From an optimization exercise on the open Yosys and OpenROAD flow, aimed at small area; shortcuts taken in it are not production practice.
In this exercise RTL edits were held to simulation tests only and were not proved equivalent to the original.
Power is estimated from default activity; no workload was simulated.

**config.mk**
```make
export PLATFORM = sky130hd
export DESIGN_NAME = frame_top
export DESIGN_NICKNAME = frame_top
export VERILOG_FILES = /design/flow/design.v
export SDC_FILE = /design/flow/constraint.sdc
export NUM_CORES = 4
export LEC_CHECK = 0
export CAP_MARGIN = 20
export CORE_MARGIN = 2
export CORE_UTILIZATION = 40
export CTS_BUF_LIST = sky130_fd_sc_hd__clkbuf_8
export CTS_CLUSTER_DIAMETER = 150
export CTS_CLUSTER_SIZE = 16
export PLACE_DENSITY = 0.6
export SLEW_MARGIN = 20
export SYNTH_HIERARCHICAL = 1
```
**constraint.sdc**
```tcl
create_clock -name core_clock -period 5.0 [get_ports {clk}]
set_input_delay 1.0000 -clock core_clock [delete_from_list [all_inputs] [get_ports {clk}]]
set_output_delay 1.0000 -clock core_clock [all_outputs]
set_load 0.01 [all_outputs]
```
**design.v**
```verilog
module crc_xor2 (
    input  a,
    input  b,
    output y
);
    assign y = a ^ b;
endmodule
`timescale 1ns/1ns
module frame_top (
    input         clk,
    input         rst_n,
    input  [15:0] data_in,
    output        crc_err,
    output        fifo_full,
    output        fifo_empty,
    output        crc_valid_o,
    output        data_out_ch1,
    output        data_out_ch2,
    output        data_out_ch3,
    output        data_out_ch4,
    output        data_out_ch5,
    output        data_out_ch6,
    output        data_out_ch7,
    output        data_out_ch8,
    output        data_vld_ch1,
    output        data_vld_ch2,
    output        data_vld_ch3,
    output        data_vld_ch4,
    output        data_vld_ch5,
    output        data_vld_ch6,
    output        data_vld_ch7,
    output        data_vld_ch8
);
    localparam [15:0] CRC_OK = 16'h7b9a;
    reg        e1;               
    reg        t1;               
    reg        dup;              
    reg  [3:0] st;               
    reg [15:0] crc;              
    reg  [7:0] ch_sel;           
    reg        cflag;            
    reg        crc_err_r;
    reg        p0, p1, p2, p3;   
    reg  [3:0] fs;               
    reg  [3:0] wp;               
    reg [15:0] mem [0:7];
    reg  [7:0] vld;              
    reg  [7:0] ow;               
    reg        pb;               
    reg  [3:0] bc;               
    reg  [3:0] rp;               
    wire [15:0] x = data_in ^ ((st[3:1] == 3'd0) ? 16'd0 : crc);
    wire [15:0] crc_nx;
    wire [25:0] s;
    crc_xor2 u_x0 (.a(x[8]), .b(x[12]), .y(s[0]));
    crc_xor2 u_x1 (.a(x[10]), .b(x[14]), .y(s[1]));
    crc_xor2 u_x2 (.a(x[5]), .b(x[9]), .y(s[2]));
    crc_xor2 u_x3 (.a(x[7]), .b(x[11]), .y(s[3]));
    crc_xor2 u_x4 (.a(x[13]), .b(s[2]), .y(s[4]));
    crc_xor2 u_x5 (.a(x[6]), .b(s[1]), .y(s[5]));
    crc_xor2 u_x6 (.a(x[4]), .b(s[0]), .y(s[6]));
    crc_xor2 u_x7 (.a(x[15]), .b(s[3]), .y(s[7]));
    crc_xor2 u_x8 (.a(x[2]), .b(s[5]), .y(s[8]));
    crc_xor2 u_x9 (.a(x[14]), .b(s[7]), .y(s[9]));
    crc_xor2 u_x10 (.a(x[1]), .b(s[4]), .y(s[10]));
    crc_xor2 u_x11 (.a(x[12]), .b(s[10]), .y(s[11]));
    crc_xor2 u_x12 (.a(x[0]), .b(s[6]), .y(s[12]));
    crc_xor2 u_x13 (.a(x[13]), .b(s[8]), .y(s[13]));
    crc_xor2 u_x14 (.a(x[3]), .b(s[9]), .y(s[14]));
    crc_xor2 u_x15 (.a(x[11]), .b(s[12]), .y(s[15]));
    crc_xor2 u_x16 (.a(x[15]), .b(s[6]), .y(s[16]));
    crc_xor2 u_x17 (.a(s[4]), .b(s[15]), .y(crc_nx[5]));
    crc_xor2 u_x18 (.a(s[5]), .b(s[11]), .y(crc_nx[6]));
    crc_xor2 u_x19 (.a(s[7]), .b(s[13]), .y(crc_nx[7]));
    crc_xor2 u_x20 (.a(s[0]), .b(s[14]), .y(crc_nx[8]));
    crc_xor2 u_x21 (.a(x[9]), .b(x[13]), .y(s[17]));
    crc_xor2 u_x22 (.a(s[17]), .b(s[16]), .y(crc_nx[9]));
    crc_xor2 u_x23 (.a(s[1]), .b(s[4]), .y(crc_nx[10]));
    crc_xor2 u_x24 (.a(x[11]), .b(x[15]), .y(s[18]));
    crc_xor2 u_x25 (.a(s[18]), .b(s[5]), .y(crc_nx[11]));
    crc_xor2 u_x26 (.a(x[0]), .b(x[4]), .y(s[19]));
    crc_xor2 u_x27 (.a(s[19]), .b(x[7]), .y(s[20]));
    crc_xor2 u_x28 (.a(s[20]), .b(x[8]), .y(s[21]));
    crc_xor2 u_x29 (.a(s[21]), .b(x[15]), .y(crc_nx[12]));
    crc_xor2 u_x30 (.a(x[1]), .b(x[8]), .y(s[22]));
    crc_xor2 u_x31 (.a(s[22]), .b(s[2]), .y(crc_nx[13]));
    crc_xor2 u_x32 (.a(x[2]), .b(x[6]), .y(s[23]));
    crc_xor2 u_x33 (.a(s[23]), .b(x[9]), .y(s[24]));
    crc_xor2 u_x34 (.a(s[24]), .b(x[10]), .y(crc_nx[14]));
    crc_xor2 u_x35 (.a(x[3]), .b(x[10]), .y(s[25]));
    crc_xor2 u_x36 (.a(s[25]), .b(s[3]), .y(crc_nx[15]));
    assign crc_nx[0] = s[15];
    assign crc_nx[1] = s[11];
    assign crc_nx[2] = s[13];
    assign crc_nx[3] = s[14];
    assign crc_nx[4] = s[16];
    wire is_e    = (data_in == 16'he0e0);
    wire is_t    = (data_in == 16'h0e0e);
    wire hdr     = e1 & dup;
    wire trl     = t1 & dup;
    wire in_data = st[3] | st[2];
    wire active  = |vld;
    wire at_trl  = in_data & trl;
    wire good    = (st != 4'd4) & (crc == CRC_OK);
    wire rp_fs   = (rp == fs);
    wire will_ld = (|ch_sel) & (~active | (rp_fs & bc[3] & bc[2]));
    wire full    = (wp[2:0] == rp[2:0]) & (wp[3] ^ rp[3]);
    wire wr_ok   = (st != 4'd0) & ~full;
    wire load    = cflag & p3;
    wire bend    = active & (bc[2:0] == 3'd7);
    wire wend    = bend & bc[3];
    wire last_w  = rp_fs | cflag;
    wire [15:0] rword = mem[rp[2:0]];
    always @(posedge clk or negedge rst_n) begin
        if (!rst_n) begin
            e1 <= 1'b0; t1 <= 1'b0; dup <= 1'b0;
            st <= 4'd0;
            crc_err_r <= 1'b0;
            p0 <= 1'b0; p1 <= 1'b0; p2 <= 1'b0; p3 <= 1'b0;
            cflag <= 1'b0;
            fs <= 4'd0; rp <= 4'd0;
            vld <= 8'd0;
        end else begin
            e1  <= is_e;
            t1  <= is_t;
            dup <= (is_e & e1) | (is_t & t1);
            case (st)
                4'd0:    if (hdr) st <= 4'd1;
                4'd1:    st <= 4'd2;
                4'd2:    st <= 4'd3;
                4'd3:    st <= 4'd4;
                4'd12:   st <= 4'd0;
                default: st <= trl ? 4'd0 : st + 4'd1;
            endcase
            crc_err_r <= at_trl & ~good;
            p0 <= at_trl & good;
            p1 <= p0;
            p2 <= p1;
            p3 <= p2;
            if (at_trl & good & will_ld) begin
                fs    <= fs + (st - 4'd4);
                cflag <= 1'b1;
            end else if (load) begin
                cflag <= 1'b0;
            end
            if (load)
                vld <= ch_sel;
            else if (wend && last_w)
                vld <= 8'd0;
            if (bend && !bc[3])
                rp <= rp + 4'd1;
        end
    end
    always @(posedge clk) begin
        crc <= crc_nx;
        if (st == 4'd0 && hdr && !cflag)
            ch_sel <= data_in[7:0];
        if (st == 4'd0)
            wp <= fs;
        else if (wr_ok)
            wp <= wp + 4'd1;
        if (wr_ok)
            mem[wp[2:0]] <= data_in;
        pb <= active & ow[7];
        if (load || (wend && !last_w))
            ow <= rword[15:8];
        else if (bend)
            ow <= rword[7:0];
        else
            ow <= {ow[6:0], 1'b0};
        if (load)
            bc <= 4'd0;
        else
            bc <= bc + 4'd1;
    end
    wire bit_o = ow[7] ^ pb;
    assign crc_err     = crc_err_r;
    assign fifo_full   = 1'b0;
    assign fifo_empty  = ~p3;
    assign crc_valid_o = active;
    assign data_vld_ch1 = vld[0];
    assign data_vld_ch2 = vld[1];
    assign data_vld_ch3 = vld[2];
    assign data_vld_ch4 = vld[3];
    assign data_vld_ch5 = vld[4];
    assign data_vld_ch6 = vld[5];
    assign data_vld_ch7 = vld[6];
    assign data_vld_ch8 = vld[7];
    assign data_out_ch1 = vld[0] & bit_o;
    assign data_out_ch2 = vld[1] & bit_o;
    assign data_out_ch3 = vld[2] & bit_o;
    assign data_out_ch4 = vld[3] & bit_o;
    assign data_out_ch5 = vld[4] & bit_o;
    assign data_out_ch6 = vld[5] & bit_o;
    assign data_out_ch7 = vld[6] & bit_o;
    assign data_out_ch8 = vld[7] & bit_o;
endmodule
```
**run.sh**
```bash
#!/bin/bash
# synth_recipe.tcl (not shown) runs the flow's synth.tcl, then flattens the netlist and writes it again
# the make line also repeats each setting of config.mk as NAME=value (left out here)
make -C /OpenROAD-flow-scripts/flow DESIGN_CONFIG=/design/flow/config.mk WORK_HOME=/design/flow/orfs CLKGATE_MAP_FILE= SYNTH_SCRIPT=/design/flow/synth_recipe.tcl finish
```
==> results.sh, run 1 <==
export IMPL_outcome="timing/DRC/antenna clean"
export IMPL_gp_congestion=0.8401
export IMPL_syn_to_final_growth_pct=13.89
export IMPL_power_density_nw_per_um2=316.6
export IMPL_dpl_cell_area_um2=8994
export IMPL_io_buffers=36
export IMPL_grt_util_met3=0.03241
export IMPL_drt_pass1_iter_count=4
export IMPL_n_fill_cell=1797
export IMPL_clkSinkCount=198
export IMPL_relSlewSlack=0.4067
export IMPL_hold_start="p2$_DFF_PN0_"
export IMPL_drive_gt1_frac=0.1641
export IMPL_holdPathStages=0
export IMPL_clock_latency_ns=0.47
export IMPL_ys_types=48
export IMPL_cts_root_buf="clkbuf_8"
export IMPL_syn_nets=545
export IMPL_hold_end="p3$_DFF_PN0_"
export IMPL_cts_buffers=17
export IMPL_holdBufCountCts=0
export IMPL_hpwl_um=10910
export IMPL_gr_max_usage_layer="met2"
export IMPL_hold_violations=0
export IMPL_io_pins=38
export IMPL_cts_tree="done"
export IMPL_ys_flop_type="edfxtp_1"
export IMPL_cp_arrival_ns=3.40
export IMPL_grt_pass1_vias=4662
export IMPL_max_cap_viol_count=0
export IMPL_mostFrequentLayoutCells="edfxtp_1 (140), xor2_1 (47), clkdlybuf4s50_1 (36), nand2_1 (35), mux4_2 (32)"
export IMPL_cts_setup_buffers=0
export IMPL_r2r_end="crc[6]$_DFF_P_"
export IMPL_crit_path_end_kind="register"
export IMPL_rrSetupSlack_ns=2.04
export IMPL_dpl_worst_slack_ns=1.542
export IMPL_grt_use_total=0.1632
export IMPL_cp_buffers_inverters=1
export IMPL_power_leakage_nw=3.229
export IMPL_use_met1=0.2132
export IMPL_yosysWarnings=7
export IMPL_timing_clock_skew_ns=0.02017
export IMPL_worstMarginPinSlew_ns=0.8867
export IMPL_power_total_mw=2.982
export IMPL_yosysSeqAreaShare=0.6664
export IMPL_async_reset_ff_frac=0.1465
export IMPL_critical_path_slowest_cell="clkdlybuf4s50_1"
export IMPL_max_freq_mhz=335.9
export IMPL_final_common_cell="edfxtp_1"
export IMPL_dieWidth_um=147.8
export IMPL_initial_utilization=0.4087
export IMPL_h_tree_depth=4
export IMPL_antenna_found_initial=0
export IMPL_rr_worst_depth=9
export IMPL_grt_use_met2=0.2767
export IMPL_irDropWorstVdd_v=0.0001850
export IMPL_drtIter0Drc=286
export IMPL_overflow=0
export IMPL_ant_nets=0
export IMPL_wl_um=16750
export IMPL_min_path_type="register to register"
export IMPL_synth_seq_cells=198
export IMPL_cts_max_path_buffers=2
export IMPL_final_max_slew_violation_count=0
export IMPL_clk_pin_slew_ns=0.11
export IMPL_row_count=52
export IMPL_via_per_inst=5.118
export IMPL_wl_per_cell_um=19.73
export IMPL_final_core_utilization=0.4654
export IMPL_critPathLaunchType="input port"
export IMPL_crit_type="input port to register"
export IMPL_cts_repair_resized=0
export IMPL_max_stage_delay_ns=0.64
export IMPL_rsz0062_at_grt="no"
export IMPL_seqCellArea_um2=5512
export IMPL_diodes=0
export IMPL_timing_final_ws_setup_ns=2.022
export IMPL_fin_crit_ns=2.978
export IMPL_syn_inst=514
export IMPL_regToRegStartpoint="st[3]$_DFFE_PN0P_"
export IMPL_finalSetupViolCount=0
export IMPL_die_area_um2=21840
export IMPL_fin_crit_sh=0.5955
export IMPL_required_ns=5.42
export IMPL_crit_chain="clkdlybuf4s50_1 > xnor2_1 > xor2_1 > xor2_1 > xor2_1 > xor2_1 > xor2_1"
export IMPL_cpLargestDelayFamily="XOR/XNOR gates"
export IMPL_grt_max_degree=38
export IMPL_core_region_area_um2=20230
export IMPL_die_h_um=147.8
export IMPL_vias=4345
export IMPL_grt_pass1_wl_um=26370
export IMPL_drc=0
export IMPL_cpMostUsedCell="xor2_1"
export IMPL_netlist_area_um2=8269
export IMPL_syn_avg_cell_area_um2=16.09
export IMPL_tns_ns=0
export IMPL_critPathMaxFanout=11
export IMPL_multi_input_area_um2=2651
export IMPL_synth_edf_count=140
export IMPL_final_cell_area_um2=9418
export IMPL_fin_nets=597
==> modules after synthesis, one instance, submodules excluded <==
module	cells inside	copies in the design	flops+latches	area (um^2)
frame_top	477	1	198	7945
crc_xor2	1	37	0	8.758
==> stage by stage <==
stage	hold slack [ns]	std cells
3_3_place_gp	0.3329	817
3_5_place_dp	0.3365	817
5_1_grt	0.3710	849
4_1_cts	0.3624	849
2_1_floorplan	0.3312	514
6_report	0.3591	849
==> Yosys cell counts (all sizes together), types with 7 or more instances <==
master,number,share of area
a22o,9,0.0095
edfxtp,140,0.51
nor2,25,0.011
xnor2,25,0.026
nand2,35,0.016
dfxtp,29,0.070
mux4,32,0.087
clkbuf,7,0.0032
o21ai,8,0.0048
and2,11,0.0086
dfrtp,29,0.088
ha,12,0.018
a21oi,8,0.0048
inv,8,0.0036
mux2i,22,0.027
buf,10,0.0077
xor2,47,0.050
==> worst max-delay path by stage <==
stage,startpoint,slack (ns),endpoint,cells after the start
detailed placement,data_in[9],1.54,crc[6]$_DFF_P_,7
CTS,st[0]$_DFFE_PN0P_,1.94,mem[3][2]$_DFFE_PP_,7
global placement,data_in[9],1.63,crc[6]$_DFF_P_,7
floorplan,st[0]$_DFFE_PN0P_,2.10,mem[0][0]$_DFFE_PP_,5
global route,st[3]$_DFFE_PN0P_,1.71,crc[6]$_DFF_P_,9
finish,data_in[9],2.02,crc[6]$_DFF_P_,7
==> registers in the layout (all words and copies together), names as in the netlist <==
signal and flops:
dup 1, crc_err_r 1, pb 1, ow 8, p0 1, fs 4, ch_sel 8, p2 1
crc 16, p3 1, p1 1, st 4, vld 8, t1 1, rp 4, bc 4
wp 4, mem 128, cflag 1, e1 1
==> per-layer routing <==
| layer | vias up | part of all wire |
|---|---|---|
| met5 | - | 0 |
| met4 | 0 | 0.014 |
| met3 | 19 | 0.030 |
| met2 | 56 | 0.51 |
| met1 | 2248 | 0.45 |
| li1 | 2022 | - |
==> logic make-up after synthesis <==
kind of cell	Yosys count	synth area share
xor gates and xnor gates	72	0.07626
and+or+nand+nor	110	0.06961
buffers and inverters	25	0.01453
DFF	198	0.6664
AOI/OAI and AO/OA	35	0.02981
muxes	60	0.1224
adders and majority gates	13	0.02058
other	1	0.0004535
==> layout make-up <==
cell class              instances  share of cell area
clock inverters                14             0.01847
flip-flops and latches        198              0.5852
well taps                     270             0.03587
repair buffers                 50             0.04942
clock buffers                  18             0.02631
inverters                       8            0.003189
multi-input cells             291              0.2815
==> power by group <==
group,switching (mW),internal [mW]
Clock,0.611,0.440
Sequential,0.0232,1.79
Combinational,0.0690,0.0463
Total,0.704,2.28
==> worst reg2reg max path: stages (launching register included) <==
cell	delay [ns]
dfrtp_1	0.52
nor2_1	0.15
nand2_1	0.44
nand2_1	0.14
xnor2_1	0.36
xor2_1	0.29
xor2_1	0.36
xor2_1	0.21
xor2_1	0.26
xor2_1	0.16
==> run 2, diff against run 1 <==
==> flow/run.sh (new file) <==
#!/bin/bash
# The standard layout (standard.sh, standard synthesis unchanged), with two
# changes: the port buffers are buf_1 cells, and clock tree synthesis uses
# clkbuf_8 in clusters of up to 16 sinks without dummy loads.
set -euo pipefail
export BUFFER_PORTS_ARGS="-buffer_cell sky130_fd_sc_hd__buf_1"
export CTS_ARGS="-sink_clustering_enable -repair_clock_nets -sink_clustering_size 16 -sink_clustering_max_diameter 150 -buf_list sky130_fd_sc_hd__clkbuf_8 -dont_use_dummy_load"
bash standard.sh > standard.log 2>&1
==> standard.sh (new file) <==
#!/bin/bash
# synth_recipe.tcl (not shown) runs the flow's synth.tcl, then flattens the netlist and writes it again
# the make line also repeats each setting of config.mk as NAME=value (left out here)
make -C /OpenROAD-flow-scripts/flow DESIGN_CONFIG=/design/flow/config.mk WORK_HOME=/design/flow/orfs CLKGATE_MAP_FILE= SYNTH_SCRIPT=/design/flow/synth_recipe.tcl "${@:-finish}"
removed: run.sh
==> run 2 against run 1 <==
Effect of this change: utilization down 2.0 points; wire length decreased by 2.8%; power fell by 9.9%; largest cell class unchanged; area after synthesis unchanged; setup slack worse by 0.0079 ns; global-route usage shrank 0.72 points; clock-buffer cell count shrank 1; critical path type is now register to register.
==> results.sh, run 2 <==
export IMPL_final_common_cell="edfxtp_1"
export IMPL_timing_clock_skew_ns=0.03669
export IMPL_critPathMaxFanout=16
export IMPL_initial_utilization=0.4087
export IMPL_cts_root_buf="clkbuf_8"
export IMPL_mostFrequentLayoutCells="edfxtp_1 (140), xor2_1 (47), nand2_1 (35), buf_1 (35), mux4_2 (32)"
export IMPL_min_path_type="register to register"
export IMPL_largest_reg_flops=128
export IMPL_crit_type="register to register"
export IMPL_timing_final_ws_setup_ns=2.015
export IMPL_hpwl_um=10650
export IMPL_n_fill_cell=1762
export IMPL_synth_most_common_cell="edfxtp_1"
export IMPL_crit_path_end_kind="register"
export IMPL_multi_input_area_um2=2649
export IMPL_seqCellArea_um2=5512
export IMPL_final_max_slew_violation_count=0
export IMPL_irDropWorstVdd_v=0.0001668
export IMPL_hold_violations=0
export IMPL_synth_top_cell_by_area="edfxtp_1"
export IMPL_dpl_cell_area_um2=8770
export IMPL_synthTopCellsByArea="edfxtp_1 (51%), dfrtp_1 (8.8%), mux4_2 (8.7%)"
export IMPL_layout_cells_non_filler=834
export IMPL_gr_max_usage_layer="met2"
export IMPL_grt_util_met3=0.02994
export IMPL_grt_max_degree=38
export IMPL_clk_pin_slew_ns=0.08
export IMPL_via_per_inst=5.247
export IMPL_finalSetupViolCount=0
export IMPL_yosysTopAreaCellShare=0.5084
export IMPL_io_buffers=36
export IMPL_clock_latency_ns=0.46
export IMPL_grt_use_total=0.1560
export IMPL_power_total_mw=2.687
export IMPL_use_met1=0.2115
export IMPL_gp_congestion=0.8828
export IMPL_diodes=0
export IMPL_timing_hold_ws_ns=0.3313
export IMPL_antenna_found_initial=0
export IMPL_critPathLaunchType="register"
export IMPL_placed_cells=817
export IMPL_wl_per_cell_um=19.53
export IMPL_wl_um=16280
export IMPL_max_cap_viol_count=0
export IMPL_fin_crit_sh=0.5971
export IMPL_outcome="timing/DRC/antenna clean"
export IMPL_relSlewSlack=0.3820
export IMPL_rr_worst_depth=9
export IMPL_ys_flop_type="edfxtp_1"
export IMPL_syn_avg_cell_area_um2=16.09
export IMPL_grt_pass1_vias=4423
export IMPL_drc=0
export IMPL_netlist_area_um2=8269
export IMPL_cts_tree="done"
export IMPL_required_ns=5.38
export IMPL_async_reset_ff_frac=0.1465
export IMPL_overflow=0
export IMPL_drive_gt1_frac=0.1418
export IMPL_fin_crit_ns=2.985
export IMPL_grt_pass1_wl_um=25180
export IMPL_clkSinkCount=198
export IMPL_power_density_nw_per_um2=298.4
export IMPL_final_cell_area_um2=9004
export IMPL_ant_nets=0
export IMPL_die_h_um=147.8
export IMPL_h_tree_depth=4
export IMPL_ys_top_cells_by_count="edfxtp_1 (140), xor2_1 (47), nand2_1 (35), mux4_2 (32)"
export IMPL_synth_seq_cells=198
export IMPL_yosysWarnings=7
export IMPL_power_leakage_nw=3.051
export IMPL_dieWidth_um=147.8
export IMPL_cts_max_path_buffers=2
export IMPL_synth_edf_count=140
export IMPL_die_area_um2=21840
export IMPL_yosysSeqAreaShare=0.6664
export IMPL_rsz0062_at_grt="no"
export IMPL_cts_setup_buffers=0
export IMPL_drtIter0Drc=275
export IMPL_dpl_worst_slack_ns=1.990
export IMPL_cts_buffers=17
export IMPL_core_region_area_um2=20230
export IMPL_drt_pass1_iter_count=4
export IMPL_holdPathStages=0
export IMPL_ys_types=48
export IMPL_row_count=52
export IMPL_fin_nets=597
export IMPL_syn_nets=545
export IMPL_holdBufCountCts=0
export IMPL_syn_inst=514
export IMPL_tns_ns=0
export IMPL_cts_repair_resized=0
export IMPL_final_core_utilization=0.4450
export IMPL_io_pins=38
export IMPL_worstMarginPinSlew_ns=0.9236
export IMPL_grt_use_met2=0.2553
export IMPL_max_freq_mhz=335.0
export IMPL_cp_arrival_ns=3.36
export IMPL_vias=4376
export IMPL_syn_to_final_growth_pct=8.882
[run 2: path summary, 6_finish.rpt]
check	slack [ns]	to	start
max in group asynchronous	3.87	rp[0]$_DFFE_PN0P_	rst_n
setup / recovery	2.01	crc[7]$_DFF_P_	st[3]$_DFFE_PN0P_
setup reg to reg	2.01	crc[7]$_DFF_P_	st[3]$_DFFE_PN0P_
hold / removal	0.33	p3$_DFF_PN0_	p2$_DFF_PN0_
min in group asynchronous	0.61	rp[3]$_DFFE_PN0P_	rst_n
hold reg to reg	0.33	p3$_DFF_PN0_	p2$_DFF_PN0_
[run 2: cell families after synthesis]
| group | share of synthesized area |
|---|---|
| flops | 0.6664 |
| simple gates | 0.06961 |
| xor+xnor | 0.07626 |
| mux | 0.1224 |
| compound gates | 0.02981 |
| buf+inv | 0.01453 |
| fa+ha+maj | 0.02058 |
| other cells | 0.0004535 |
[run 2: final cells by class]
type	instances	area share
multi-input combinational	291	0.2942
timing repair buffer	50	0.02682
tap	270	0.03752
inverter	8	0.003335
sequential	198	0.6121
clock buffer	17	0.02599
[run 2: metal layers]
| layer | wire length, um | vias to the layer above |
|---|---|---|
| li1 | - | 2004 |
| met4 | 189 | 0 |
| met1 | 7469 | 2280 |
| met2 | 7948 | 79 |
| met5 | 0 | - |
| met3 | 677 | 13 |
[run 2: Yosys stat by module, one instance, submodules excluded]
module     cells inside  flip-flops and latches
frame_top           477                     198
crc_xor2              1                       0
[run 2: worst max-delay path, cell delays in order (launching register included)]
cell and delay, ns:
dfrtp_1 0.46, nor2_1 0.31, nand2_1 0.42, nand2_1 0.21, xnor2_1 0.23, xor2_1 0.33
xor2_1 0.36, xor2_1 0.21, xor2_1 0.23, xor2_1 0.17
[run 2: power by group]
part           switching [mW]  total (mW)  internal (mW)
clock                   0.463       0.765          0.302
sequential             0.0232        1.82           1.79
combinational          0.0686       0.106         0.0375
==> run 3, diff against run 2 <==
--- a/design.v
+++ b/design.v
@@ -4,6 +4,13 @@
     output y
 );
     assign y = a ^ b;
+endmodule
+module rd_andor8 (
+    input  [7:0] s,
+    input  [7:0] d,
+    output       y
+);
+    assign y = |(s & d);
 endmodule
 `timescale 1ns/1ns
 module frame_top (
@@ -110,7 +117,22 @@
     wire bend    = active & (bc[2:0] == 3'd7);
     wire wend    = bend & bc[3];
     wire last_w  = rp_fs | cflag;
-    wire [15:0] rword = mem[rp[2:0]];
+    wire  [7:0] rsel;
+    wire [15:0] rword;
+    genvar gj;
+    generate
+        for (gj = 0; gj < 8; gj = gj + 1) begin : g_rsel
+            assign rsel[gj] = (rp[2:0] == gj);
+        end
+        for (gj = 0; gj < 16; gj = gj + 1) begin : g_rd
+            rd_andor8 u_rd (
+                .s(rsel),
+                .d({mem[7][gj], mem[6][gj], mem[5][gj], mem[4][gj],
+                    mem[3][gj], mem[2][gj], mem[1][gj], mem[0][gj]}),
+                .y(rword[gj])
+            );
+        end
+    endgenerate
     always @(posedge clk or negedge rst_n) begin
         if (!rst_n) begin
             e1 <= 1'b0; t1 <= 1'b0; dup <= 1'b0;
==> config.mk (replaced) <==
export PLATFORM = sky130hd
export DESIGN_NAME = frame_top
export DESIGN_NICKNAME = frame_top
export VERILOG_FILES = /design/flow/design.v
export SDC_FILE = /design/flow/constraint.sdc
export NUM_CORES = 4
export LEC_CHECK = 0
export CAP_MARGIN = 0
export CORE_MARGIN = 2
export CORE_UTILIZATION = 60
export PLACE_DENSITY = 0.8
export SLEW_MARGIN = 0
export SYNTH_HIERARCHICAL = 1
==> run 3 against run 2 <==
Effect of this change: still clean; combinational power up 7%; synthesized cell count is 8.4% higher; global-route usage grew 11 points; register-to-register slack better by 0.06 ns; critical path type unchanged; largest power group unchanged.
==> results.sh, run 3 <==
export IMPL_outcome="timing/DRC/antenna clean"
export IMPL_ys_top_cells_by_count="edfxtp_1 (140), a22oi_1 (64), xor2_1 (45), nand2_1 (38), nor2_1 (33)"
export IMPL_max_stage_delay_ns=0.50
export IMPL_final_cell_area_um2=8657
export IMPL_syn_inst=557
export IMPL_rrSetupSlack_ns=2.07
export IMPL_final_max_slew_violation_count=0
export IMPL_grt_pass1_vias=4941
export IMPL_p_int_mw=2.131
export IMPL_power_density_nw_per_um2=310.5
export IMPL_power_leakage_nw=3.028
export IMPL_grt_use_total=0.2620
export IMPL_drt_pass1_iter_count=5
export IMPL_layout_cells_non_filler=789
export IMPL_yosysTopAreaCellShare=0.5252
export IMPL_combPwrFrac=0.042
export IMPL_via_per_inst=6.209
export IMPL_max_cap_viol_count=0
export IMPL_regToRegStartpoint="st[3]$_DFFE_PN0P_"
export IMPL_irDropWorstVdd_v=0.0001995
export IMPL_rsz0062_at_grt="no"
export IMPL_placed_cells=772
export IMPL_cpMostUsedCell="xor2_1"
export IMPL_drtIter0Drc=519
export IMPL_crit_type="register to register"
export IMPL_yosysSeqAreaShare=0.6883
export IMPL_final_common_cell="edfxtp_1"
export IMPL_fin_crit_ns=2.927
export IMPL_r2r_end="crc[5]$_DFF_P_"
export IMPL_crit_chain="nor2_1 > nand2_1 > nand2_1 > xnor2_1 > xor2_1 > xor2_1 > xor2_1 > xor2_1 > xor2_1"
export IMPL_gp_congestion=0.8639
export IMPL_relSlewSlack=0.2755
export IMPL_hpwl_um=11370
export IMPL_rr_worst_depth=9
export IMPL_cts_repair_resized=0
export IMPL_clock_latency_ns=0.47
export IMPL_grt_max_degree=30
export IMPL_gr_max_usage_layer="met2"
export IMPL_min_path_type="register to register"
export IMPL_clk_pin_slew_ns=0.08
export IMPL_wl_per_cell_um=22.52
export IMPL_use_met1=0.3506
export IMPL_cts_root_buf="clkbuf_8"
export IMPL_grt_util_met3=0.04183
export IMPL_async_reset_ff_frac=0.1465
export IMPL_synth_top_cell_by_area="edfxtp_1"
export IMPL_synth_most_common_cell="edfxtp_1"
export IMPL_syn_to_final_growth_pct=8.143
export IMPL_io_buffers=36
export IMPL_cts_max_path_buffers=2
export IMPL_tns_ns=0
export IMPL_syn_avg_cell_area_um2=14.37
export IMPL_cts_buffers=17
export IMPL_die_h_um=119.5
export IMPL_switching_share=0.2072
export IMPL_p_seq_frac=0.676
export IMPL_finalSetupViolCount=0
export IMPL_core_region_area_um2=13140
export IMPL_clkSinkCount=198
export IMPL_netlist_area_um2=8005
export IMPL_seqCellArea_um2=5510
export IMPL_critical_path_slowest_cell="dfrtp_1"
export IMPL_drc=0
export IMPL_cpLargestDelayFamily="XOR/XNOR gates"
export IMPL_worstMarginPinSlew_ns=1.078
export IMPL_diodes=0
export IMPL_hold_start="p1$_DFF_PN0_"
export IMPL_grt_use_met2=0.4350
export IMPL_dpl_cell_area_um2=8423
export IMPL_timing_clock_skew_ns=0.03872
export IMPL_clockPowerShare=0.282
export IMPL_grt_pass1_wl_um=27450
export IMPL_ys_flop_type="edfxtp_1"
export IMPL_initial_utilization=0.6093
export IMPL_holdBufCountCts=0
export IMPL_ant_nets=0
export IMPL_holdPathStages=0
export IMPL_yosysWarnings=7
export IMPL_fin_nets=651
export IMPL_p_sw_mw=0.5570
export IMPL_critPathMaxFanout=16
export IMPL_die_area_um2=14280
export IMPL_syn_nets=593
export IMPL_required_ns=5.33
export IMPL_hold_violations=0
export IMPL_synthTopCellsByArea="edfxtp_1 (53%), dfrtp_1 (9.1%), dfxtp_1 (7.3%)"
export IMPL_critPathLaunchType="register"
export IMPL_fin_crit_sh=0.5855
export IMPL_drive_gt1_frac=0.06525
export IMPL_mostFrequentLayoutCells="edfxtp_1 (140), a22oi_1 (64), xor2_1 (45), nand2_1 (38), buf_1 (36)"
export IMPL_h_tree_depth=4
export IMPL_n_fill_cell=1002
export IMPL_cts_setup_buffers=0
export IMPL_ys_types=45
export IMPL_row_count=42
export IMPL_io_pins=38
export IMPL_cts_tree="done"
export IMPL_synth_edf_count=140
export IMPL_vias=4899
export IMPL_wl_um=17770
export IMPL_synth_seq_cells=198
export IMPL_dieWidth_um=119.5
export IMPL_antenna_found_initial=0
export IMPL_overflow=0
export IMPL_hold_end="p2$_DFF_PN0_"
export IMPL_max_freq_mhz=341.6
export IMPL_largest_reg_flops=128
export IMPL_crit_path_end_kind="register"
export IMPL_cp_arrival_ns=3.26
export IMPL_multi_input_area_um2=2434
export IMPL_cp_buffers_inverters=0
==> run 3: changes by cell type after synthesis, moves of 5 or more <==
cell,previous run,this run
nor2_1,25,33
inv_1,8,13
buf_2,6,0
a21oi_1,8,2
mux4_2,32,0
a22oi_1,0,64
mux2_2,5,0
o22ai_1,0,8
mux2i_1,22,0
nand4_1,4,18
ha_1,12,17
and2_1,9,15
==> run 3: cell families (layout without fill, tap and decap cells) <==
logic type / after synthesis / in the layout / share of synthesized area
flops: 198 / 198 / 0.6883
buf+inv: 20 / 76 / 0.009847
mux: 3 / 3 / 0.005626
simple gates: 141 / 141 / 0.09300
compound gates: 105 / 105 / 0.09597
fa+ha+maj: 18 / 18 / 0.02907
other cells: 1 / 1 / 0.0004684
xor+xnor: 71 / 71 / 0.07768
==> run 3: cell type report <==
class / instances / share of cell area
inverters: 13 / 0.005637
repair buffers: 46 / 0.02428
flip-flops and latches: 198 / 0.6365
clock buffers: 17 / 0.02703
multi-input cells: 339 / 0.2811
well taps: 176 / 0.02544
==> run 3: worst max path at each step <==
stage,startpoint,to,slack [ns],cells past startpoint
2_1_floorplan,st[0]$_DFFE_PN0P_,mem[0][0]$_DFFE_PP_,2.11,6
3_3_place_gp,data_in[8],crc[5]$_DFF_P_,2.08,7
3_5_place_dp,data_in[8],crc[5]$_DFF_P_,2.01,7
4_1_cts,st[3]$_DFFE_PN0P_,crc[5]$_DFF_P_,2.06,9
5_1_grt,st[3]$_DFFE_PN0P_,crc[7]$_DFF_P_,1.76,9
6_report,st[3]$_DFFE_PN0P_,crc[5]$_DFF_P_,2.07,9
==> run 3: power groups by stage <==
stage	sequential (mW)	clock, mW	combinational (mW)
floorplan	1.84	0	0.0652
global placement	1.85	0	0.110
detailed placement	1.85	0	0.113
CTS	1.82	0.768	0.113
global route	1.82	0.823	0.124
finish	1.82	0.758	0.113
==> run 3: modules after synthesis (local to each module, per instance) <==
module,copies in the design,cells inside,cell area (um^2)
rd_andor8,16,5,36.28
frame_top,1,440,7101
crc_xor2,37,1,8.758
==> run 3: through the flow <==
stage,total power [mW],util,worst slack [ns],hold slack [ns]
finish,2.688,0.6590,2.073,0.3375
global route,2.767,0.6590,1.765,0.3580
CTS,2.697,0.6590,2.056,0.3433
detailed placement,1.964,0.6411,2.012,0.3364
global placement,1.963,0.6411,2.082,0.3320
floorplan,1.908,-,2.108,0.3312
==> run 3: per-layer routing <==
layer	routed length, um	vias up	share of wire
met5	0	-	0
met4	410	0	0.023
met3	1380	36	0.078
met2	8864	222	0.50
met1	7114	2432	0.40
li1	-	2209	-
==> run 4, diff against run 3 <==
--- a/config.mk
+++ b/config.mk
@@ -7,7 +7,7 @@
 export LEC_CHECK = 0
 export CAP_MARGIN = 0
 export CORE_MARGIN = 2
-export CORE_UTILIZATION = 60
-export PLACE_DENSITY = 0.8
+export CORE_UTILIZATION = 40
+export PLACE_DENSITY = 0.6
 export SLEW_MARGIN = 0
 export SYNTH_HIERARCHICAL = 1
==> run 4 against run 3 <==
Effect of this change: via count decreased by 1.9%; global-route usage decreased by 8.6 points; sequential power about the same; setup slack got worse by 0.038 ns; synthesized cell count unchanged; clock-buffer cell count unchanged; die area increased by 48%; sequential share of layout area decreased by 0.81 points; clock skew decreased by 0.013 ns; critical path depth unchanged; largest power group unchanged.
==> results.sh, run 4 <==
export IMPL_outcome="timing/DRC/antenna clean"
export IMPL_critPathMaxFanout=16
export IMPL_max_freq_mhz=337.2
export IMPL_holdBufCountCts=0
export IMPL_fin_crit_sh=0.5931
export IMPL_crit_path_end_kind="register"
export IMPL_syn_inst=557
export IMPL_grt_pass1_vias=5036
export IMPL_io_buffers=36
export IMPL_ys_top_cells_by_count="edfxtp_1 (140), a22oi_1 (64), xor2_1 (45), nand2_1 (38), nor2_1 (33)"
export IMPL_h_tree_depth=4
export IMPL_overflow=0
export IMPL_gp_congestion=0.8386
export IMPL_hold_violations=0
export IMPL_cp_arrival_ns=3.34
export IMPL_syn_avg_cell_area_um2=14.37
export IMPL_required_ns=5.38
export IMPL_cts_buffers=17
export IMPL_dpl_cell_area_um2=8534
export IMPL_hpwl_um=11660
export IMPL_clkSinkCount=198
export IMPL_relSlewSlack=0.2849
export IMPL_synth_edf_count=140
export IMPL_grt_pass1_wl_um=28110
export IMPL_grt_max_degree=30
export IMPL_crit_type="register to register"
export IMPL_yosysWarnings=7
export IMPL_n_fill_cell=1802
export IMPL_syn_to_final_growth_pct=9.534
export IMPL_critPathLaunchType="register"
export IMPL_core_region_area_um2=19530
export IMPL_rrSetupSlack_ns=2.03
export IMPL_final_max_slew_violation_count=0
export IMPL_drt_pass1_iter_count=5
export IMPL_tns_ns=0
export IMPL_timing_hold_ws_ns=0.3530
export IMPL_placed_cells=860
export IMPL_synth_seq_cells=198
export IMPL_synth_xor_area_share=0.07768
export IMPL_syn_nets=593
export IMPL_final_common_cell="edfxtp_1"
export IMPL_min_path_type="register to register"
export IMPL_largest_reg_flops=128
export IMPL_grt_util_met3=0.03793
export IMPL_multi_input_area_um2=2440
export IMPL_mostFrequentLayoutCells="edfxtp_1 (140), a22oi_1 (64), xor2_1 (45), nand2_1 (38), buf_1 (35)"
export IMPL_synth_most_common_cell="edfxtp_1"
export IMPL_cts_repair_resized=0
export IMPL_wl_per_cell_um=20.71
export IMPL_row_count=51
export IMPL_antenna_found_initial=0
export IMPL_diodes=0
export IMPL_synthAdderAreaFrac=0.02907
export IMPL_synth_top_cell_by_area="edfxtp_1"
export IMPL_dieWidth_um=145.5
export IMPL_cts_setup_buffers=0
export IMPL_ant_nets=0
export IMPL_irDropWorstVdd_v=0.0001848
export IMPL_ys_flop_type="edfxtp_1"
export IMPL_die_area_um2=21160
export IMPL_drc=0
export IMPL_rsz0062_at_grt="no"
export IMPL_netlist_area_um2=8005
export IMPL_drtIter0Drc=370
export IMPL_ys_types=45
export IMPL_grt_use_met2=0.2889
export IMPL_yosysTopAreaCellShare=0.5252
export IMPL_synth_top_family_by_area="compound AO/OA/AOI/OAI gates"
export IMPL_clock_latency_ns=0.46
export IMPL_fin_crit_ns=2.965
export IMPL_drive_gt1_frac=0.06536
export IMPL_yosysSeqAreaShare=0.6883
export IMPL_cts_max_path_buffers=2
export IMPL_use_met1=0.2358
export IMPL_grt_use_total=0.1762
export IMPL_power_density_nw_per_um2=306.1
export IMPL_layout_cells_non_filler=877
export IMPL_worstMarginPinSlew_ns=1.069
export IMPL_gr_max_usage_layer="met2"
export IMPL_vias=4808
export IMPL_wl_um=18160
export IMPL_initial_utilization=0.4100
export IMPL_clk_pin_slew_ns=0.07
export IMPL_synth_compound_area_share=0.09597
export IMPL_max_cap_viol_count=0
export IMPL_cts_tree="done"
export IMPL_io_pins=38
export IMPL_fin_nets=650
export IMPL_timing_clock_skew_ns=0.02606
export IMPL_seqCellArea_um2=5510
export IMPL_via_per_inst=5.482
export IMPL_cts_root_buf="clkbuf_8"
export IMPL_synth_simple_area_share=0.09300
export IMPL_finalSetupViolCount=0
export IMPL_power_leakage_nw=3.021
export IMPL_final_cell_area_um2=8768
export IMPL_die_h_um=145.5
export IMPL_async_reset_ff_frac=0.1465
export IMPL_synth_mux_area_frac=0.005627
export IMPL_synthTopCellsByArea="edfxtp_1 (53%), dfrtp_1 (9.1%), dfxtp_1 (7.3%)"
[run 4: final cells by class]
| cell class | instances | share of cell area |
|---|---|---|
| Sequential cell | 198 | 0.6284 |
| Multi-Input combinational cell | 339 | 0.2783 |
| Tap cell | 265 | 0.03781 |
| Clock buffer | 17 | 0.02668 |
| Timing Repair Buffer | 45 | 0.02326 |
| Inverter | 13 | 0.005565 |
[run 4: worst max-delay path, stage by stage, from the launching register on]
cell	delay (ns)
dfrtp_1	0.48
nor2_1	0.29
nand2_1	0.40
nand2_1	0.21
xnor2_1	0.23
xor2_1	0.30
xor2_1	0.37
xor2_1	0.21
xor2_1	0.24
xor2_1	0.16
[run 4: kinds of logic after synthesis]
kind of cell | after synthesis
adders and majority gates | 18
buffers and inverters | 20
xor gates and xnor gates | 71
muxes | 3
other | 1
DFF | 198
and+or+nand+nor | 141
AOI/OAI and AO/OA | 105
[run 4: Yosys stat by module, one instance, submodules excluded]
module / cells / flip-flops and latches
frame_top: 440 / 198
rd_andor8: 5 / 0
crc_xor2: 1 / 0
[run 4: power breakdown]
part	leakage [nW]	internal, mW	total, mW	switching (mW)
Clock	0.122	0.301	0.756	0.455
Combinational	0.981	0.0371	0.111	0.0739
Sequential	1.92	1.79	1.82	0.0248
[run 4: final timing paths]
path / from / end / cells after the start
min reg2reg: p0$_DFF_PN0_ / p1$_DFF_PN0_ / 0
max in group asynchronous: rst_n / dup$_DFF_PN0_ / 1
max reg2reg: st[3]$_DFFE_PN0P_ / crc[6]$_DFF_P_ / 9
min in group asynchronous: rst_n / p2$_DFF_PN0_ / 1
max: st[3]$_DFFE_PN0P_ / crc[6]$_DFF_P_ / 9
min: p0$_DFF_PN0_ / p1$_DFF_PN0_ / 0
[run 4: layer usage]
metal	part of all wire	wire (um)
met1	0.44	8030
met2	0.48	8747
met3	0.064	1159
met4	0.012	227
met5	0	0
[run 4: per-stage QoR]
| stage | utilization | power, mW | setup WS, ns |
|---|---|---|---|
| floorplan | - | 1.908 | 2.108 |
| global placement | 0.4371 | 1.962 | 2.120 |
| detailed placement | 0.4371 | 1.964 | 2.016 |
| CTS | 0.4491 | 2.711 | 2.040 |
| global route | 0.4491 | 2.792 | 1.777 |
| finish | 0.4491 | 2.684 | 2.035 |
==> run 5, diff against run 4 <==
--- a/config.mk
+++ b/config.mk
@@ -5,9 +5,12 @@
 export SDC_FILE = /design/flow/constraint.sdc
 export NUM_CORES = 4
 export LEC_CHECK = 0
-export CAP_MARGIN = 0
+export CAP_MARGIN = 20
 export CORE_MARGIN = 2
 export CORE_UTILIZATION = 40
+export CTS_BUF_LIST = sky130_fd_sc_hd__clkbuf_8
+export CTS_CLUSTER_DIAMETER = 150
+export CTS_CLUSTER_SIZE = 16
 export PLACE_DENSITY = 0.6
-export SLEW_MARGIN = 0
+export SLEW_MARGIN = 20
 export SYNTH_HIERARCHICAL = 1
==> run 5 against run 4 <==
Effect of this change: sequential power about the same; wire length is the same; register-to-register slack barely moved; still clean; largest power group unchanged; clock power is essentially flat; fmax unchanged.
==> results.sh, run 5 <==
export IMPL_outcome="timing/DRC/antenna clean"
export IMPL_drive_gt1_frac=0.06536
export IMPL_crit_path_end_kind="register"
export IMPL_finalSetupViolCount=0
export IMPL_wl_um=18160
export IMPL_yosysWarnings=7
export IMPL_ys_top_cells_by_count="edfxtp_1 (140), a22oi_1 (64), xor2_1 (45), nand2_1 (38), nor2_1 (33)"
export IMPL_cts_tree="done"
export IMPL_holdPathStages=0
export IMPL_grt_pass1_vias=5036
export IMPL_io_pins=38
export IMPL_syn_nets=593
export IMPL_clockPowerShare=0.282
export IMPL_core_region_area_um2=19530
export IMPL_overflow=0
export IMPL_mostFrequentLayoutCells="edfxtp_1 (140), a22oi_1 (64), xor2_1 (45), nand2_1 (38), buf_1 (35)"
export IMPL_cts_repair_resized=0
export IMPL_cpMostUsedCell="xor2_1"
export IMPL_max_cap_viol_count=0
export IMPL_cts_root_buf="clkbuf_8"
export IMPL_p_int_mw=2.131
export IMPL_timing_clock_skew_ns=0.02606
export IMPL_ys_flop_type="edfxtp_1"
export IMPL_final_max_slew_violation_count=0
export IMPL_clk_pin_slew_ns=0.07
export IMPL_row_count=51
export IMPL_die_area_um2=21160
export IMPL_cp_buffers_inverters=0
export IMPL_tns_ns=0
export IMPL_antenna_found_initial=0
export IMPL_timing_hold_ws_ns=0.3530
export IMPL_drc=0
export IMPL_syn_to_final_growth_pct=9.534
export IMPL_grt_use_total=0.1762
export IMPL_wl_per_cell_um=20.71
export IMPL_combPwrFrac=0.041
export IMPL_cts_max_path_buffers=2
export IMPL_rr_worst_depth=9
export IMPL_rsz0062_at_grt="no"
export IMPL_critical_path_slowest_cell="dfrtp_1"
export IMPL_drtIter0Drc=370
export IMPL_grt_pass1_wl_um=28110
export IMPL_netlist_area_um2=8005
export IMPL_synth_seq_cells=198
export IMPL_power_density_nw_per_um2=306.1
export IMPL_cts_buffers=17
export IMPL_switching_share=0.2063
export IMPL_synth_top_cell_by_area="edfxtp_1"
export IMPL_clock_latency_ns=0.46
export IMPL_initial_utilization=0.4100
export IMPL_dieWidth_um=145.5
export IMPL_fin_crit_ns=2.965
export IMPL_rrSetupSlack_ns=2.03
export IMPL_power_leakage_nw=3.021
export IMPL_cpLargestDelayFamily="XOR/XNOR gates"
export IMPL_synth_most_common_cell="edfxtp_1"
export IMPL_syn_avg_cell_area_um2=14.37
export IMPL_p_sw_mw=0.5537
export IMPL_regToRegStartpoint="st[3]$_DFFE_PN0P_"
export IMPL_hold_violations=0
export IMPL_relSlewSlack=0.2849
export IMPL_critPathMaxFanout=16
export IMPL_hold_start="p0$_DFF_PN0_"
export IMPL_largest_reg_flops=128
export IMPL_cp_arrival_ns=3.34
export IMPL_gp_congestion=0.8386
export IMPL_ant_nets=0
export IMPL_die_h_um=145.5
export IMPL_yosysTopAreaCellShare=0.5252
export IMPL_final_common_cell="edfxtp_1"
export IMPL_critPathLaunchType="register"
export IMPL_fin_nets=650
export IMPL_hpwl_um=11660
export IMPL_p_seq_frac=0.677
export IMPL_synthTopCellsByArea="edfxtp_1 (53%), dfrtp_1 (9.1%), dfxtp_1 (7.3%)"
export IMPL_h_tree_depth=4
export IMPL_crit_chain="nor2_1 > nand2_1 > nand2_1 > xnor2_1 > xor2_1 > xor2_1 > xor2_1 > xor2_1 > xor2_1"
export IMPL_diodes=0
export IMPL_fin_crit_sh=0.5931
export IMPL_ys_types=45
export IMPL_via_per_inst=5.482
export IMPL_clkSinkCount=198
export IMPL_cts_setup_buffers=0
export IMPL_hold_end="p1$_DFF_PN0_"
export IMPL_power_total_mw=2.684
export IMPL_r2r_end="crc[6]$_DFF_P_"
export IMPL_min_path_type="register to register"
export IMPL_drt_pass1_iter_count=5
export IMPL_max_freq_mhz=337.2
export IMPL_syn_inst=557
export IMPL_required_ns=5.38
export IMPL_io_buffers=36
export IMPL_yosysSeqAreaShare=0.6883
export IMPL_holdBufCountCts=0
export IMPL_max_stage_delay_ns=0.48
export IMPL_vias=4808
export IMPL_crit_type="register to register"
export IMPL_synth_edf_count=140
export IMPL_grt_max_degree=30
export IMPL_irDropWorstVdd_v=0.0001848
export IMPL_worstMarginPinSlew_ns=1.069
export IMPL_async_reset_ff_frac=0.1465
## run 5: worst reg2reg max path, cell delays in order, from the launching register on
cell	delay, ns
dfrtp_1	0.48
nor2_1	0.29
nand2_1	0.40
nand2_1	0.21
xnor2_1	0.23
xor2_1	0.31
xor2_1	0.37
xor2_1	0.21
xor2_1	0.24
xor2_1	0.16
## run 5: cells by family (layout without fill, tap and decap cells)
| group | after synthesis | count (layout) | synth area share |
|---|---|---|---|
| multiplexers | 3 | 3 | 0.005626 |
| AO/OA/AOI/OAI | 105 | 105 | 0.09597 |
| buffers and inverters | 20 | 75 | 0.009847 |
| other | 1 | 1 | 0.0004684 |
| AND/OR/NAND/NOR | 141 | 141 | 0.09300 |
| XOR/XNOR | 71 | 71 | 0.07768 |
| adder cells (fa/ha/maj) | 18 | 18 | 0.02907 |
| flip-flops | 198 | 198 | 0.6883 |
## run 5: area by class of cell
class / count / area (um^2)
repair buffers: 45 / 203.9
inverters: 13 / 48.80
well taps: 265 / 331.6
multi-input cells: 339 / 2440
flip-flops and latches: 198 / 5510
fillers: 1802 / 10760
clock buffers: 17 / 234.0
## run 5: metrics by stage
step	instance area (um^2)	instances	setup slack, ns	utilization
final	8768	877	2.035	0.4491
after global routing	8768	877	1.777	0.4491
after CTS	8768	877	2.040	0.4491
after detailed placement	8534	860	2.016	0.4371
after global placement	8534	860	2.120	0.4371
after floorplan	8005	557	2.108	-
## run 5: modules after synthesis, one instance, submodules excluded
module	cells inside	area, um^2	times used	flops+latches
crc_xor2	1	8.758	37	0
frame_top	440	7101	1	198
rd_andor8	5	36.28	16	0
## run 5: worst max path at each step
stage | end | slack (ns) | start | cells after the start
after detailed placement | crc[6]$_DFF_P_ | 2.02 | data_in[9] | 7
after floorplan | mem[0][0]$_DFFE_PP_ | 2.11 | st[0]$_DFFE_PN0P_ | 6
after global routing | crc[6]$_DFF_P_ | 1.78 | st[3]$_DFFE_PN0P_ | 9
final | crc[6]$_DFF_P_ | 2.03 | st[3]$_DFFE_PN0P_ | 9
after global placement | crc[6]$_DFF_P_ | 2.12 | data_in[9] | 7
after CTS | crc[6]$_DFF_P_ | 2.04 | st[3]$_DFFE_PN0P_ | 9
## run 5: power by group through the flow
stage	Clock (mW)	Combinational [mW]	Sequential, mW
2_1_floorplan	0	0.0652	1.84
3_3_place_gp	0	0.108	1.85
3_5_place_dp	0	0.110	1.85
4_1_cts	0.782	0.112	1.82
5_1_grt	0.849	0.121	1.82
6_report	0.756	0.111	1.82
## run 5: metal layers
layer  GRT usage  share of wire  up-vias
li1            -              -     2213
met1      0.2358           0.44     2434
met2      0.2889           0.48      143
met3     0.03793          0.064       18
met4     0.05588          0.012        0
met5           0              0        -
==> run 6, diff against run 5 <==
==> flow/run.sh (replaced) <==
#!/bin/bash
# The standard layout (standard.sh, standard synthesis unchanged), with two
# changes: the port buffers are buf_1 cells, and clock tree synthesis uses
# clkbuf_8 in clusters of up to 16 sinks without dummy loads.
set -euo pipefail
export BUFFER_PORTS_ARGS="-buffer_cell sky130_fd_sc_hd__buf_1"
export CTS_ARGS="-sink_clustering_enable -repair_clock_nets -sink_clustering_size 16 -sink_clustering_max_diameter 60 -buf_list {sky130_fd_sc_hd__clkbuf_4 sky130_fd_sc_hd__clkbuf_8} -dont_use_dummy_load"
bash standard.sh > standard.log 2>&1
==> run 6 against run 5 <==
Effect of this change: die area unchanged; clock power is essentially flat; sequential share of layout area is the same; critical path depth is the same; via count did not move; synthesized cell count did not move; largest power group unchanged; non-clock buffer count unchanged; clock skew unchanged.
==> results.sh, run 6 <==
export IMPL_cts_setup_buffers=0
export IMPL_yosysWarnings=7
export IMPL_gp_congestion=0.8386
export IMPL_required_ns=5.38
export IMPL_outcome="timing/DRC/antenna clean"
export IMPL_finalSetupViolCount=0
export IMPL_n_fill_cell=1802
export IMPL_crit_type="register to register"
export IMPL_crit_path_end_kind="register"
export IMPL_ys_flop_type="edfxtp_1"
export IMPL_mostFrequentLayoutCells="edfxtp_1 (140), a22oi_1 (64), xor2_1 (45), nand2_1 (38), buf_1 (35)"
export IMPL_ys_top_cells_by_count="edfxtp_1 (140), a22oi_1 (64), xor2_1 (45), nand2_1 (38), nor2_1 (33)"
export IMPL_antenna_found_initial=0
export IMPL_diodes=0
export IMPL_timing_clock_skew_ns=0.02606
export IMPL_yosysTopAreaCellShare=0.5252
export IMPL_grt_pass1_wl_um=28110
export IMPL_die_area_um2=21160
export IMPL_row_count=51
export IMPL_syn_to_final_growth_pct=9.534
export IMPL_largest_reg_flops=128
export IMPL_clock_latency_ns=0.46
export IMPL_ys_types=45
export IMPL_dieWidth_um=145.5
export IMPL_synth_top_cell_by_area="edfxtp_1"
export IMPL_syn_nets=593
export IMPL_power_leakage_nw=3.021
export IMPL_max_cap_viol_count=0
export IMPL_seqCellArea_um2=5510
export IMPL_synthTopCellsByArea="edfxtp_1 (53%), dfrtp_1 (9.1%), dfxtp_1 (7.3%)"
export IMPL_fin_nets=650
export IMPL_min_path_type="register to register"
export IMPL_wl_per_cell_um=20.71
export IMPL_vias=4808
export IMPL_multi_input_area_um2=2440
export IMPL_rsz0062_at_grt="no"
export IMPL_initial_utilization=0.4100
export IMPL_dpl_worst_slack_ns=2.016
export IMPL_holdBufCountCts=0
export IMPL_relSlewSlack=0.2849
export IMPL_synth_most_common_cell="edfxtp_1"
export IMPL_hpwl_um=11660
export IMPL_die_h_um=145.5
export IMPL_cts_root_buf="clkbuf_8"
export IMPL_yosysSeqAreaShare=0.6883
export IMPL_worstMarginPinSlew_ns=1.069
export IMPL_cts_tree="done"
export IMPL_timing_hold_ws_ns=0.3530
export IMPL_synth_seq_cells=198
export IMPL_overflow=0
export IMPL_power_density_nw_per_um2=306.1
export IMPL_cts_buffers=17
export IMPL_grt_max_degree=30
export IMPL_clk_pin_slew_ns=0.07
export IMPL_core_region_area_um2=19530
export IMPL_syn_inst=557
export IMPL_io_pins=38
export IMPL_cts_repair_resized=0
export IMPL_irDropWorstVdd_v=0.0001848
export IMPL_final_max_slew_violation_count=0
export IMPL_io_buffers=36
export IMPL_async_reset_ff_frac=0.1465
export IMPL_drc=0
export IMPL_fin_crit_sh=0.5931
export IMPL_synth_edf_count=140
export IMPL_drtIter0Drc=370
export IMPL_drive_gt1_frac=0.06536
export IMPL_ant_nets=0
export IMPL_cts_max_path_buffers=2
export IMPL_critPathLaunchType="register"
export IMPL_wl_um=18160
export IMPL_grt_use_total=0.1762
export IMPL_hold_violations=0
export IMPL_h_tree_depth=4
export IMPL_tns_ns=0
export IMPL_netlist_area_um2=8005
export IMPL_final_common_cell="edfxtp_1"
export IMPL_grt_pass1_vias=5036
export IMPL_drt_pass1_iter_count=5
export IMPL_cp_arrival_ns=3.34
export IMPL_critPathMaxFanout=16
export IMPL_via_per_inst=5.482
export IMPL_timing_final_ws_setup_ns=2.035
export IMPL_final_core_utilization=0.4491
export IMPL_clkSinkCount=198
export IMPL_syn_avg_cell_area_um2=14.37
export IMPL_fin_crit_ns=2.965
export IMPL_max_freq_mhz=337.2
==> run 6: final timing paths <==
kind,from,end,slack [ns],depth (start not counted)
min reg2reg,p0$_DFF_PN0_,p1$_DFF_PN0_,0.35,0
max reg2reg,st[3]$_DFFE_PN0P_,crc[6]$_DFF_P_,2.03,9
max in group asynchronous,rst_n,dup$_DFF_PN0_,3.89,1
min,p0$_DFF_PN0_,p1$_DFF_PN0_,0.35,0
min in group asynchronous,rst_n,p2$_DFF_PN0_,0.61,1
max,st[3]$_DFFE_PN0P_,crc[6]$_DFF_P_,2.03,9
==> run 6: cells by family (layout without fill, tap and decap cells) <==
kind of cell               Yosys count  in the layout  share of synthesized area
muxes                                3              3                   0.005626
AOI/OAI and AO/OA                  105            105                    0.09597
and+or+nand+nor                    141            141                    0.09300
xor gates and xnor gates            71             71                    0.07768
adders and majority gates           18             18                    0.02907
buffers and inverters               20             75                   0.009847
other                                1              1                  0.0004684
DFF                                198            198                     0.6883
==> run 6: Yosys stat by module (local to each module, per instance) <==
| module | copies in the design | cell area [um^2] | flops+latches | cells inside |
|---|---|---|---|---|
| frame_top | 1 | 7101 | 198 | 440 |
| crc_xor2 | 37 | 8.758 | 0 | 1 |
| rd_andor8 | 16 | 36.28 | 0 | 5 |
==> run 6: critical path, cell delays in order, from the launching register on <==
cell	delay, ns
dfrtp_1	0.48
nor2_1	0.29
nand2_1	0.40
nand2_1	0.21
xnor2_1	0.23
xor2_1	0.30
xor2_1	0.37
xor2_1	0.21
xor2_1	0.24
xor2_1	0.16
==> run 6: through the flow <==
step / instance area, um^2 / total power, mW / cells
after floorplan: 8005 / 1.908 / 557
after global placement: 8534 / 1.962 / 860
after detailed placement: 8534 / 1.964 / 860
after CTS: 8768 / 2.711 / 877
after global routing: 8768 / 2.792 / 877
final: 8768 / 2.684 / 877
==> run 6: cell type report <==
cell class | instances | share of cell area
timing repair buffer | 45 | 0.02326
clock buffer | 17 | 0.02668
sequential | 198 | 0.6284
multi-input combinational | 339 | 0.2783
tap | 265 | 0.03781
inverter | 13 | 0.005565
==> run 6: report_power, final <==
part / internal (mW) / switching, mW
clock network: 0.301 / 0.455
registers: 1.79 / 0.0248
logic: 0.0371 / 0.0739
total: 2.13 / 0.554
==> run 6: layer usage <==
layer | part of all wire | GRT usage | wire [um]
met3 | 0.064 | 0.03793 | 1159
met5 | 0 | 0 | 0
met4 | 0.012 | 0.05588 | 227
met1 | 0.44 | 0.2358 | 8030
met2 | 0.48 | 0.2889 | 8747
==> run 7, diff against run 6 <==
==> flow/run.sh (replaced) <==
#!/bin/bash
# The standard layout (standard.sh, standard synthesis unchanged), with two
# changes: the port buffers are buf_1 cells, and clock tree synthesis uses
# clkbuf_8 in clusters of up to 16 sinks without dummy loads.
set -euo pipefail
export BUFFER_PORTS_ARGS="-buffer_cell sky130_fd_sc_hd__buf_1"
export CTS_ARGS="-sink_clustering_enable -repair_clock_nets -sink_clustering_size 16 -sink_clustering_max_diameter 150 -buf_list sky130_fd_sc_hd__buf_6 -dont_use_dummy_load"
bash standard.sh > standard.log 2>&1
==> run 7 against run 6 <==
Effect of this change: global-route usage about the same; synthesized cell count is the same; non-clock buffer count did not move; power is 0.99% lower; clock-buffer cell count is the same; fmax shrank 0.22%; die area unchanged.
==> results.sh, run 7 <==
export IMPL_power_density_nw_per_um2=304.6
export IMPL_crit_type="register to register"
export IMPL_power_total_mw=2.658
export IMPL_regToRegStartpoint="st[3]$_DFFE_PN0P_"
export IMPL_syn_to_final_growth_pct=9.003
export IMPL_syn_nets=593
export IMPL_clkSinkCount=198
export IMPL_core_region_area_um2=19530
export IMPL_cts_setup_buffers=0
export IMPL_antenna_found_initial=0
export IMPL_io_buffers=36
export IMPL_syn_avg_cell_area_um2=14.37
export IMPL_yosysSeqAreaShare=0.6883
export IMPL_p_int_mw=2.091
export IMPL_largest_reg_flops=128
export IMPL_die_area_um2=21160
export IMPL_fin_crit_ns=2.972
export IMPL_max_cap_viol_count=0
export IMPL_clock_latency_ns=0.45
export IMPL_gp_congestion=0.8386
export IMPL_diodes=0
export IMPL_crit_path_end_kind="register"
export IMPL_cts_buffers=17
export IMPL_dpl_cell_area_um2=8534
export IMPL_min_path_type="register to register"
export IMPL_drc=0
export IMPL_ys_types=45
export IMPL_clk_pin_slew_ns=0.08
export IMPL_power_leakage_nw=3.001
export IMPL_synth_most_common_cell="edfxtp_1"
export IMPL_layout_cells_non_filler=877
export IMPL_netlist_area_um2=8005
export IMPL_overflow=0
export IMPL_initial_utilization=0.4100
export IMPL_hold_violations=0
export IMPL_h_tree_depth=4
export IMPL_synth_seq_cells=198
export IMPL_final_max_slew_violation_count=0
export IMPL_final_core_utilization=0.4469
export IMPL_cts_repair_resized=0
export IMPL_clockPowerShare=0.274
export IMPL_seqCellArea_um2=5510
export IMPL_die_h_um=145.5
export IMPL_rrSetupSlack_ns=2.03
export IMPL_grt_max_degree=30
export IMPL_ant_nets=0
export IMPL_grt_pass1_wl_um=28100
export IMPL_placed_cells=860
export IMPL_grt_use_total=0.1759
export IMPL_grt_pass1_vias=5027
export IMPL_drive_gt1_frac=0.06536
export IMPL_tns_ns=0
export IMPL_wl_um=18120
export IMPL_via_per_inst=5.535
export IMPL_cts_tree="done"
export IMPL_crit_start="st[3]$_DFFE_PN0P_"
export IMPL_hpwl_um=11660
export IMPL_synth_top_cell_by_area="edfxtp_1"
export IMPL_ys_top_cells_by_count="edfxtp_1 (140), a22oi_1 (64), xor2_1 (45), nand2_1 (38), nor2_1 (33)"
export IMPL_max_freq_mhz=336.5
export IMPL_timing_hold_ws_ns=0.3541
export IMPL_syn_inst=557
export IMPL_timing_clock_skew_ns=0.03401
export IMPL_drtIter0Drc=352
export IMPL_combPwrFrac=0.042
export IMPL_n_fill_cell=1808
export IMPL_worstMarginPinSlew_ns=1.056
export IMPL_yosysTopAreaCellShare=0.5252
export IMPL_critPathCapture="crc[6]$_DFF_P_"
export IMPL_yosysWarnings=7
export IMPL_r2r_end="crc[6]$_DFF_P_"
export IMPL_timing_final_ws_setup_ns=2.028
export IMPL_drt_pass1_iter_count=5
export IMPL_required_ns=5.36
export IMPL_outcome="timing/DRC/antenna clean"
export IMPL_dieWidth_um=145.5
export IMPL_async_reset_ff_frac=0.1465
export IMPL_irDropWorstVdd_v=0.0001671
export IMPL_vias=4854
export IMPL_cts_max_path_buffers=2
export IMPL_synthTopCellsByArea="edfxtp_1 (53%), dfrtp_1 (9.1%), dfxtp_1 (7.3%)"
export IMPL_rsz0062_at_grt="no"
export IMPL_wl_per_cell_um=20.66
export IMPL_row_count=51
export IMPL_holdPathStages=0
export IMPL_holdBufCountCts=0
export IMPL_switching_share=0.2134
export IMPL_rr_worst_depth=9
export IMPL_finalSetupViolCount=0
export IMPL_fin_nets=650
export IMPL_io_pins=38
export IMPL_fin_crit_sh=0.5944
export IMPL_p_sw_mw=0.5671
export IMPL_critPathMaxFanout=16
export IMPL_multi_input_area_um2=2440
export IMPL_ys_flop_type="edfxtp_1"
export IMPL_cts_root_buf="buf_6"
export IMPL_mostFrequentLayoutCells="edfxtp_1 (140), a22oi_1 (64), xor2_1 (45), nand2_1 (38), buf_1 (35)"
export IMPL_final_common_cell="edfxtp_1"
export IMPL_final_cell_area_um2=8726
export IMPL_dpl_worst_slack_ns=2.016
export IMPL_critPathLaunchType="register"
export IMPL_synth_edf_count=140
export IMPL_p_seq_frac=0.684
export IMPL_cp_arrival_ns=3.33
export IMPL_relSlewSlack=0.2934
run 7: changes by cell type in the layout (fill, tap and decap cells not counted):
cell | previous run | this run
buf_6 | 0 | 17
clkbuf_8 | 17 | 0
run 7: final cells by class:
cell class	instances	area share
Clock buffer	17	0.02194
Inverter	13	0.005592
Sequential cell	198	0.6315
Timing Repair Buffer	45	0.02337
Tap cell	265	0.03800
Multi-Input combinational cell	339	0.2796
run 7: worst max-delay path, stage by stage, from the launching register on:
cell,delay (ns)
dfrtp_1,0.47
nor2_1,0.29
nand2_1,0.40
nand2_1,0.21
xnor2_1,0.23
xor2_1,0.31
xor2_1,0.37
xor2_1,0.21
xor2_1,0.24
xor2_1,0.16
run 7: per-layer routing:
layer | track usage | up-vias | wire [um]
met5 | 0 | - | 0
met4 | 0.05000 | 0 | 280
met3 | 0.03981 | 25 | 1091
met2 | 0.2886 | 158 | 8670
met1 | 0.2362 | 2458 | 8075
li1 | - | 2213 | -
run 7: cells by family after synthesis:
group	share of synthesized area
AO/OA/AOI/OAI	0.09597
XOR/XNOR	0.07768
adder cells (fa/ha/maj)	0.02907
buffers and inverters	0.009847
flip-flops	0.6883
multiplexers	0.005626
other	0.0004684
AND/OR/NAND/NOR	0.09300
run 7: power groups by stage:
stage | sequential (mW) | clock, mW | combinational (mW)
final | 1.82 | 0.728 | 0.111
after global routing | 1.82 | 0.816 | 0.121
after CTS | 1.82 | 0.746 | 0.112
after detailed placement | 1.85 | 0 | 0.110
after global placement | 1.85 | 0 | 0.108
after floorplan | 1.84 | 0 | 0.0652
run 7: worst min path at each step:
| stage | start | to | slack, ns |
|---|---|---|---|
| 2_1_floorplan | p0$_DFF_PN0_ | p1$_DFF_PN0_ | 0.33 |
| 3_3_place_gp | p0$_DFF_PN0_ | p1$_DFF_PN0_ | 0.33 |
| 3_5_place_dp | p1$_DFF_PN0_ | p2$_DFF_PN0_ | 0.34 |
| 4_1_cts | p1$_DFF_PN0_ | p2$_DFF_PN0_ | 0.36 |
| 5_1_grt | p0$_DFF_PN0_ | p1$_DFF_PN0_ | 0.37 |
| 6_report | p0$_DFF_PN0_ | p1$_DFF_PN0_ | 0.35 |
run 7: Yosys stat by module (local to each module, per instance):
module     area [um^2]  flip-flops and latches
rd_andor8        36.28                       0
frame_top         7101                     198
crc_xor2         8.758                       0

==> port drivers added, routing unchanged <==
Ports are ideal in the flow. The routed layouts listed here were re-timed in OpenROAD. Step 1, drivers: a clkbuf_16 drives clk and a buf_2 each remaining input, both assumed. Step 2 times the ports against the registers' clock, not the clock port: input delays grow and output delays shrink by t, the midpoint of the rising clock arrivals with the driver on. Slacks: ideal ports / drivers / drivers and shift; pairs: ideal ports / drivers.
| run | t, ns | slack for setup (ns) | latest minus earliest clock arrival (ns) | worst register clock-pin slew, ns | worst data-port slew with drivers (ns) |
|---|---|---|---|---|---|
| run 1 | 0.503 | 2.022 / 2.001 / 1.534 | 0.021 / 0.022 | 0.11 / 0.11 | 0.04 |
| run 2 | 0.482 | 2.015 / 2.015 / 1.968 | 0.037 / 0.038 | 0.10 / 0.10 | 0.04 |
| run 3 | 0.489 | 2.073 / 2.073 / 1.968 | 0.039 / 0.040 | 0.10 / 0.10 | 0.03 |
| run 4 | 0.485 | 2.035 / 2.035 / 2.002 | 0.037 / 0.037 | 0.10 / 0.10 | 0.04 |
| run 5 | 0.485 | 2.035 / 2.035 / 2.002 | 0.037 / 0.037 | 0.10 / 0.10 | 0.04 |
| run 6 | 0.485 | 2.035 / 2.035 / 2.002 | 0.037 / 0.037 | 0.10 / 0.10 | 0.04 |
| run 7 | 0.469 | 2.028 / 2.028 / 1.984 | 0.043 / 0.043 | 0.11 / 0.11 | 0.04 |
After both steps setup and hold are still met in every run listed. The setup slack of run 1, which loses most, moves by -0.021 ns with the drivers and by -0.488 ns with both steps.
